This is an optimization exercise on Yosys and OpenROAD, whose aim is small area, not a production implementation.
Function was checked by simulation only, so behaviour that the tests miss may differ from the original.
Power is estimated from default activity; no workload was simulated.

$ cat design/flow/design.v
module LDST_SEQUENCER (
    input           clock,
    input           clock_enable,
    input           reset,
    output  [15:0]  instruction_bus_address,
    input   [12:0]  instruction_bus_data,
    output  [7:0]   io_bus_address,
    output  [7:0]   io_bus_data_out,
    input   [7:0]   io_bus_data_in,
    output          io_bus_out,
    output          io_bus_in
);
    wire    transfer        = ~|instruction_bus_data[11:10];
    wire    immediate       = instruction_bus_data[9];
    wire    load            = transfer & ~instruction_bus_data[8];
    wire    store           = transfer &  instruction_bus_data[8];
    wire    subroutine      = ~instruction_bus_data[11] & instruction_bus_data[10];
    wire    call            = subroutine & ~instruction_bus_data[8];
    wire    ret             = subroutine &  instruction_bus_data[8];
    wire    jump            = instruction_bus_data[11];
    wire    internal_select = ~|instruction_bus_data[7:2];
    wire    select_reg_a    = internal_select & (instruction_bus_data[1:0] == 2'b00);
    wire    select_reg_b    = internal_select & (instruction_bus_data[1:0] == 2'b01);
    wire    select_flags    = internal_select & (instruction_bus_data[1:0] == 2'b10);
    wire    select_alu      = internal_select & (instruction_bus_data[1:0] == 2'b11);
    wire    [7:0]   load_data;
    reg     [7:0]   reg_work;
    always @(posedge clock, posedge reset) begin
        if (reset)
            reg_work    <= 8'h00;
        else if (clock_enable & load)
            reg_work    <= immediate ? instruction_bus_data[7:0] : load_data;
        else
            reg_work    <= reg_work;
    end
    reg     [7:0]   reg_a;
    reg     [7:0]   reg_b;
    reg             overflow_flag;
    reg             carry_flag;
    reg             zero_flag;
    reg     [7:0]   alu_op;
    wire            alu_wb;
    wire            alu_wb_overflow_flag;
    wire            alu_wb_carry_flag;
    wire            alu_wb_zero_flag;
    always @(posedge clock, posedge reset) begin
        if (reset)
            reg_a   <= 8'h00;
        else if (clock_enable & store & select_reg_a)
            reg_a   <= reg_work;
        else
            reg_a   <= reg_a;
    end
    wire    [7:0]   reg_a_load = select_reg_a ? reg_a : 8'h00;
    always @(posedge clock, posedge reset) begin
        if (reset)
            reg_b   <= 8'h00;
        else if (clock_enable & store & select_reg_b)
            reg_b   <= reg_work;
        else
            reg_b   <= reg_b;
    end
    wire    [7:0]   reg_b_load = select_reg_b ? reg_b : 8'h00;
    always @(posedge clock, posedge reset) begin
        if (reset)
            {overflow_flag, carry_flag, zero_flag} <= 3'b000;
        else if (clock_enable & store & select_flags)
            {overflow_flag, carry_flag, zero_flag} <= reg_work[2:0];
        else if (clock_enable & alu_wb)
            {overflow_flag, carry_flag, zero_flag} <= {alu_wb_overflow_flag, alu_wb_carry_flag, alu_wb_zero_flag};
        else
            {overflow_flag, carry_flag, zero_flag} <= {overflow_flag, carry_flag, zero_flag};
    end
    wire    [7:0]   flags       = {5'b00000, overflow_flag, carry_flag, zero_flag};
    wire    [7:0]   flags_load  = select_flags ? flags : 8'h00;
    always @(posedge clock, posedge reset) begin
        if (reset)
            alu_op  <= 8'h00;
        else if (clock_enable & store & select_alu)
            alu_op  <= reg_work;
        else
            alu_op  <= alu_op;
    end
    wire    alu_op_and                      = alu_op[7:5] == 3'b000;
    wire    alu_op_or                       = alu_op[7:5] == 3'b001;
    wire    alu_op_xor                      = alu_op[7:5] == 3'b010;
    wire    alu_op_add                      = alu_op[7:5] == 3'b100;
    wire    alu_op_shl                      = alu_op[7:5] == 3'b101;
    wire    alu_op_shr                      = alu_op[7:6] == 2'b11;
    wire    alu_opf_op2_zero                = alu_op[3];
    wire    alu_opf_not                     = alu_op[2];
    wire    alu_opf_neg                     = alu_op[1];
    wire    alu_opf_carry                   = alu_op[0];
    wire    update_carry                    = alu_op[7];
    wire    update_overflow                 = alu_op_add;
    wire    [7:0]   alu_op1                 = reg_a;
    wire    [7:0]   alu_op2_tmp             = alu_opf_op2_zero ? 8'h00 : reg_b;
    wire    [7:0]   alu_op2                 = alu_opf_neg ? ~alu_op2_tmp : alu_op2_tmp;
    wire            alu_carry               = alu_opf_neg ? ~(alu_opf_carry & ~carry_flag) : (alu_opf_carry & carry_flag);
    wire    [7:0]   alu_result_and          = alu_op_and  ? (alu_op1 & alu_op2) : 8'h00;
    wire    [7:0]   alu_result_or           = alu_op_or   ? (alu_op1 | alu_op2) : 8'h00;
    wire    [7:0]   alu_result_xor          = alu_op_xor  ? (alu_op1 ^ alu_op2) : 8'h00;
    wire    [7:0]   alu_result_add;
    wire            alu_result_add_carry;
    assign  {alu_result_add_carry, alu_result_add}  = alu_op_add ? ({1'b0, alu_op1} + {1'b0, alu_op2} + alu_carry) : 9'h000;
    wire    alu_result_add_overflow                 = alu_op_add & ~(alu_op1[7] ^ alu_op2[7]) & (alu_op1[7] ^ alu_result_add[7]);
    wire    [7:0]   alu_result_shl;
    wire            alu_result_shl_carry;
    assign  {alu_result_shl_carry, alu_result_shl}  = alu_op_shl ? {alu_op1, alu_carry} : 9'h000;
    wire    [7:0]   alu_result_shr;
    wire            alu_result_shr_carry;
    assign  {alu_result_shr, alu_result_shr_carry}  = alu_op_shr ? {(alu_carry | (alu_op[5] & alu_op1[7])), alu_op1} : 9'h000;
    wire    [7:0]   alu_result_mux          = alu_result_and | alu_result_or | alu_result_xor | alu_result_add | alu_result_shl | alu_result_shr;
    wire    [7:0]   alu_result              = alu_opf_not ? ~alu_result_mux : alu_result_mux;
    assign          alu_wb_carry_flag       = (~update_carry & carry_flag) | alu_result_add_carry | alu_result_shl_carry | alu_result_shr_carry;
    assign          alu_wb_overflow_flag    = (~update_overflow & overflow_flag) | alu_result_add_overflow;
    assign          alu_wb_zero_flag        = ~|alu_result;
    assign          alu_wb                  = io_bus_in & select_alu;
    wire    [7:0]   alu_load                = select_alu ? alu_result : 8'h00;
    reg     [15:0]  instruction_counter;
    wire    [15:0]  next_step;
    wire            jump_instruction;
    wire    [15:0]  jump_instruction_count;
    assign  next_step = instruction_counter + 1'b1;
    always @(posedge clock, posedge reset) begin
        if (reset)
            instruction_counter <= 16'h0000;
        else if (clock_enable)
            if (~jump_instruction)
                instruction_counter <= next_step;
            else
                instruction_counter <= jump_instruction_count;
        else
            instruction_counter <= instruction_counter;
    end
    reg     [15:0]  stack[0:3];
    always @(posedge clock, posedge reset) begin
        if (reset) begin
            stack[0]    <= 16'h0000;
            stack[1]    <= 16'h0000;
            stack[2]    <= 16'h0000;
            stack[3]    <= 16'h0000;
        end
        else if (clock_enable & call) begin
            stack[0]    <= next_step;
            stack[1]    <= stack[0];
            stack[2]    <= stack[1];
            stack[3]    <= stack[2];
        end
        else if (clock_enable & ret) begin
            stack[0]    <= stack[1];
            stack[1]    <= stack[2];
            stack[2]    <= stack[3];
            stack[3]    <= 16'h0000;
        end
        else begin
            stack[0]    <= stack[0];
            stack[1]    <= stack[1];
            stack[2]    <= stack[2];
            stack[3]    <= stack[3];
        end
    end
    assign  jump_instruction = (jump & (|(flags[2:0] & instruction_bus_data[10:8]) | ~|instruction_bus_data[10:8])) | call | ret;
    assign  jump_instruction_count = ret ? stack[0] : {reg_work, instruction_bus_data[7:0]};
    assign  instruction_bus_address = instruction_counter;
    assign  load_data               = internal_select ? (reg_a_load | reg_b_load | flags_load | alu_load) : io_bus_data_in;
    assign  io_bus_address          = instruction_bus_data[7:0];
    assign  io_bus_data_out         = reg_work;
    assign  io_bus_in               = load & ~immediate;
    assign  io_bus_out              = store;
endmodule
$ cat design/flow/run.sh
#!/bin/bash
# synth_recipe.tcl (not shown) runs the flow's synth.tcl, then flattens the netlist and writes it again
# the make line also repeats each setting of config.mk as NAME=value (left out here)
make -C /OpenROAD-flow-scripts/flow DESIGN_CONFIG=/design/flow/config.mk WORK_HOME=/design/flow/orfs CLKGATE_MAP_FILE= SYNTH_SCRIPT=/design/flow/synth_recipe.tcl finish
$ cat design/flow/config.mk
export PLATFORM = sky130hd
export DESIGN_NAME = LDST_SEQUENCER
export DESIGN_NICKNAME = LDST_SEQUENCER
export VERILOG_FILES = /design/flow/design.v
export SDC_FILE = /design/flow/constraint.sdc
export NUM_CORES = 4
export LEC_CHECK = 0
export CAP_MARGIN = 20
export CORE_MARGIN = 2
export CORE_UTILIZATION = 40
export SLEW_MARGIN = 20
$ cat design/flow/constraint.sdc
create_clock -name core_clock -period 3.5 [get_ports {clock}]
set_input_delay 0.7000 -clock core_clock [delete_from_list [all_inputs] [get_ports {clock}]]
set_output_delay 0.7000 -clock core_clock [all_outputs]
set_load 0.01 [all_outputs]
==> results.cfg <==
[detailed_routing]
wl_per_cell_um = 16.8
route.detailed.drc = 0
viasPerCell = 5.25
detail-route-antenna-nets = 0
routed-via-count = 5682
drt_iter0_markers = 316
drt_first_pass_iters = 4
routed_wl_um = 18100

[placed_design]
portBuffers = 56
dp_hpwl_um = 12900
gp_congestion = 0.857
place_area_mm2 = 0.00793

[timing]
final_max_slew_viol_count = 0
max_slew_margin = 0.354
max_clock_freq_mhz = 312
hold_violations = 0
skew_ns = 0.0182
finalCritPeriodShare = 0.916
rsz0062_at_grt = no
tightest_slew_ns = 0.969
fin_crit_ns = 3.21
setup_violations = 0
tns_ns = 0

[synth]
synth_fp_nets = 853
synth-seq-area-share = 0.399
yosysTopAreaCellShare = 0.399
yosysWarnings = 2
synth_edf_count = 0
netlist_area_mm2 = 0.00715
synthTopCellsByArea = dfrtp_1, mux2i_1, o21ai_0
synthCells = 810
syn_area_per_cell_um2 = 8.83
yosys.area.top_type = dfrtp_1
synth_cell_types = 66
async_reset_ff_frac = 1.00
synth_ff_type = dfrtp_1
ys_ff_latch = 114

[floorplanning]
top_level_ports = 58
die_x_um = 138
dieArea_mm2 = 0.0190
rows = 48
die_y_um = 138
design.core.area_mm2 = 0.0174
initial_utilization = 0.411

[worst_setup_path]
crit_top_cell = fa_1
max_stage_delay_ns = 0.47
cp_cell_sequence = nand2b_1 -> xnor2_1 -> fa_1 -> inv_1 -> fa_1 -> mux4_2 -> a21oi_1 -> nand3_1 -> o32ai_1 -> o2111ai_1 -> nand2_1
cp.buffers_inverters = 1
r2r-start = alu_op[3]$_DFFE_PP0P_
crit_arrival_ns = 3.55
worst-path-max-fanout = 3
critPathRequiredTime_ns = 3.84
critical_path.slowest_cell = mux4_2
r2r_slack_ns = 0.29
startpoint = alu_op[3]$_DFFE_PP0P_
start_kind = register
criticalPathCategory = register to register
end_kind = register
path_delay_family = adder cells

[pwr]
combPwrFrac = 0.166
p_leak_nw = 3.72
p_clk_frac = 0.427
intPower_mw = 3.05
swShare = 0.278
p_switching_mw = 1.18
p_per_area_mw_per_mm2 = 495
seq_power_share = 0.407
peakVddDrop_mv = 0.335

[global_routing]
grt_max_degree = 81
grtUsageTotal = 0.205
grt_pass1_wl_um = 29800
grt_pass1_vias = 5544
grt_antenna_before_repair = 1
grt_overflow_total = 0

[run_status]
status = timing/DRC/antenna clean

[final_layout]
diodes = 0
drive_gt1_frac = 0.0793
final_common_cell = nand2_1
nNetsFinal = 887
finalCoreUtilization = 0.490
final_cell_mix = nand2_1, dfrtp_1, o21ai_0
final_area_mm2 = 0.00854
synthToLayoutAreaGrowth_pct = 19.4

[clocking]
root_buffer = clkbuf_16
ctsLongestPathBuffers = 2
cts-htree-levels = 4
postCtsSetupRepairBufs = 0
clock_latency_ns = 0.42
cts.sinks = 114
cts_tree = yes
cts_made_buffers = 17
path_clk_slew_ns = 0.05
hold_buffers = 0
cts-resized-gates = 0

[job]
drv_cap = 0

[hold_path]
hp-start = stack[3][4]$_DFFE_PP0P_
hp-class = register to register
## cells in the mapped netlist (3+ instances only)
| master | instances |
|---|---|
| ha_1 | 17 |
| a221o_1 | 4 |
| clkbuf_1 | 44 |
| and3b_1 | 3 |
| a22oi_1 | 4 |
| buf_2 | 6 |
| o211ai_1 | 12 |
| or3_1 | 3 |
| xnor2_1 | 27 |
| xor2_1 | 6 |
| and3_1 | 12 |
| nand3_1 | 22 |
| o22ai_1 | 3 |
| mux2_1 | 20 |
| a221oi_1 | 5 |
| a31oi_1 | 4 |
| buf_1 | 5 |
| a211oi_1 | 4 |
| o2bb2ai_1 | 3 |
| dfrtp_1 | 114 |
| nor2b_1 | 8 |
| a21oi_1 | 37 |
| a22o_1 | 4 |
| o31ai_1 | 4 |
| o21ai_0 | 97 |
| and2_1 | 4 |
| buf_4 | 8 |
| nor3_1 | 7 |
| o21ai_1 | 4 |
| nor3b_1 | 4 |
| nor2_1 | 32 |
| nand2_1 | 126 |
| inv_1 | 33 |
| mux2i_1 | 51 |
| nand2b_1 | 28 |
| o21a_1 | 4 |
## metal layers
layer / wire length, um / vias up / GRT usage
met3: 680 / 17 / 0.0456
met1: 8600 / 2663 / 0.273
met4: 267 / 0 / 0.0635
li1: - / 2907 / -
met5: 0 / - / 0
met2: 8580 / 95 / 0.335
## power by group through the flow
stage | Sequential, mW | Combinational, mW | Clock (mW)
2_1_floorplan | 1.70 | 0.411 | 0
3_3_place_gp | 1.74 | 0.697 | 0
3_5_place_dp | 1.74 | 0.706 | 0
4_1_cts | 1.72 | 0.710 | 1.84
5_1_grt | 1.75 | 0.790 | 1.91
6_report | 1.72 | 0.701 | 1.81
## layout make-up
cell class	count	area, um^2
inverter	33	128
clock buffer	21	450
tap	225	282
clock inverter	11	159
timing repair buffer	79	768
multi-input combinational	599	3900
fill	1679	8880
sequential	114	2850
## flip-flops by register name, indices dropped and copies added, names as in the netlist
signal	flops
reg_a	8
carry_flag	1
instruction_counter	16
reg_b	8
reg_work	8
zero_flag	1
overflow_flag	1
stack	64
alu_op	7
## worst reg2reg max path: cells and delay by family, from the launching register on
kind | cells | cell delay [ns]
and+or+nand+nor | 3 | 0.38
muxes | 1 | 0.47
DFF | 1 | 0.37
adders and majority gates | 2 | 0.84
buffers and inverters | 1 | 0.08
xor gates and xnor gates | 1 | 0.18
AOI/OAI and AO/OA | 3 | 0.82
## final timing paths
kind | end | cells after the start
worst max-delay path | zero_flag$_DFFE_PP0P_ | 11
worst min register to register | stack[3][4]$_DFFE_PP0P_ | 2
max in group asynchronous | zero_flag$_DFFE_PP0P_ | 3
min in group asynchronous | stack[2][2]$_DFFE_PP0P_ | 2
worst max register to register | zero_flag$_DFFE_PP0P_ | 11
worst min-delay path | stack[3][4]$_DFFE_PP0P_ | 2
## cell families after synthesis
logic type	count (synthesis)	synth area share
DFF	114	0.399
buffers and inverters	97	0.0572
adders and majority gates	19	0.0353
muxes	77	0.118
xor gates and xnor gates	33	0.0404
AOI/OAI and AO/OA	208	0.177
and+or+nand+nor	262	0.174
## through the flow
step / power [mW] / std cells / worst slack, ns / hold slack (ns)
final: 4.23 / 1082 / 0.293 / 0.480
after global routing: 4.45 / 1082 / 0.121 / 0.506
after CTS: 4.28 / 1082 / 0.290 / 0.485
after detailed placement: 2.45 / 1050 / 0.212 / 0.473
after global placement: 2.44 / 1050 / 0.272 / 0.462
after floorplan: 2.11 / 810 / 0.604 / 0.450

[static timing again, ports no longer ideal]
How much do the figures lean on ideal ports? The routed layout below was timed once more, with nothing changed but the port constraints. Step 1: set_driving_cell puts a clkbuf_16 on clock and a buf_2 on each other input, an assumption about the parent block. Step 2 times the ports against the registers' clock, not the clock port: input delays grow and output delays shrink by t, the midpoint of the rising clock arrivals with the driver on. a / b / c = no drivers / after step 1 / after step 2; a / b = the first two.
t (ns): 0.456
setup slack, ns: 0.293 / 0.292 / 0.201
worst setup path after step 2: input to register
worst register clock-pin slew, ns: 0.05 / 0.05
After both steps this run still meets setup and hold. For this run, drivers alone change the setup slack by -0.001 ns; drivers and shift together by -0.092 ns.
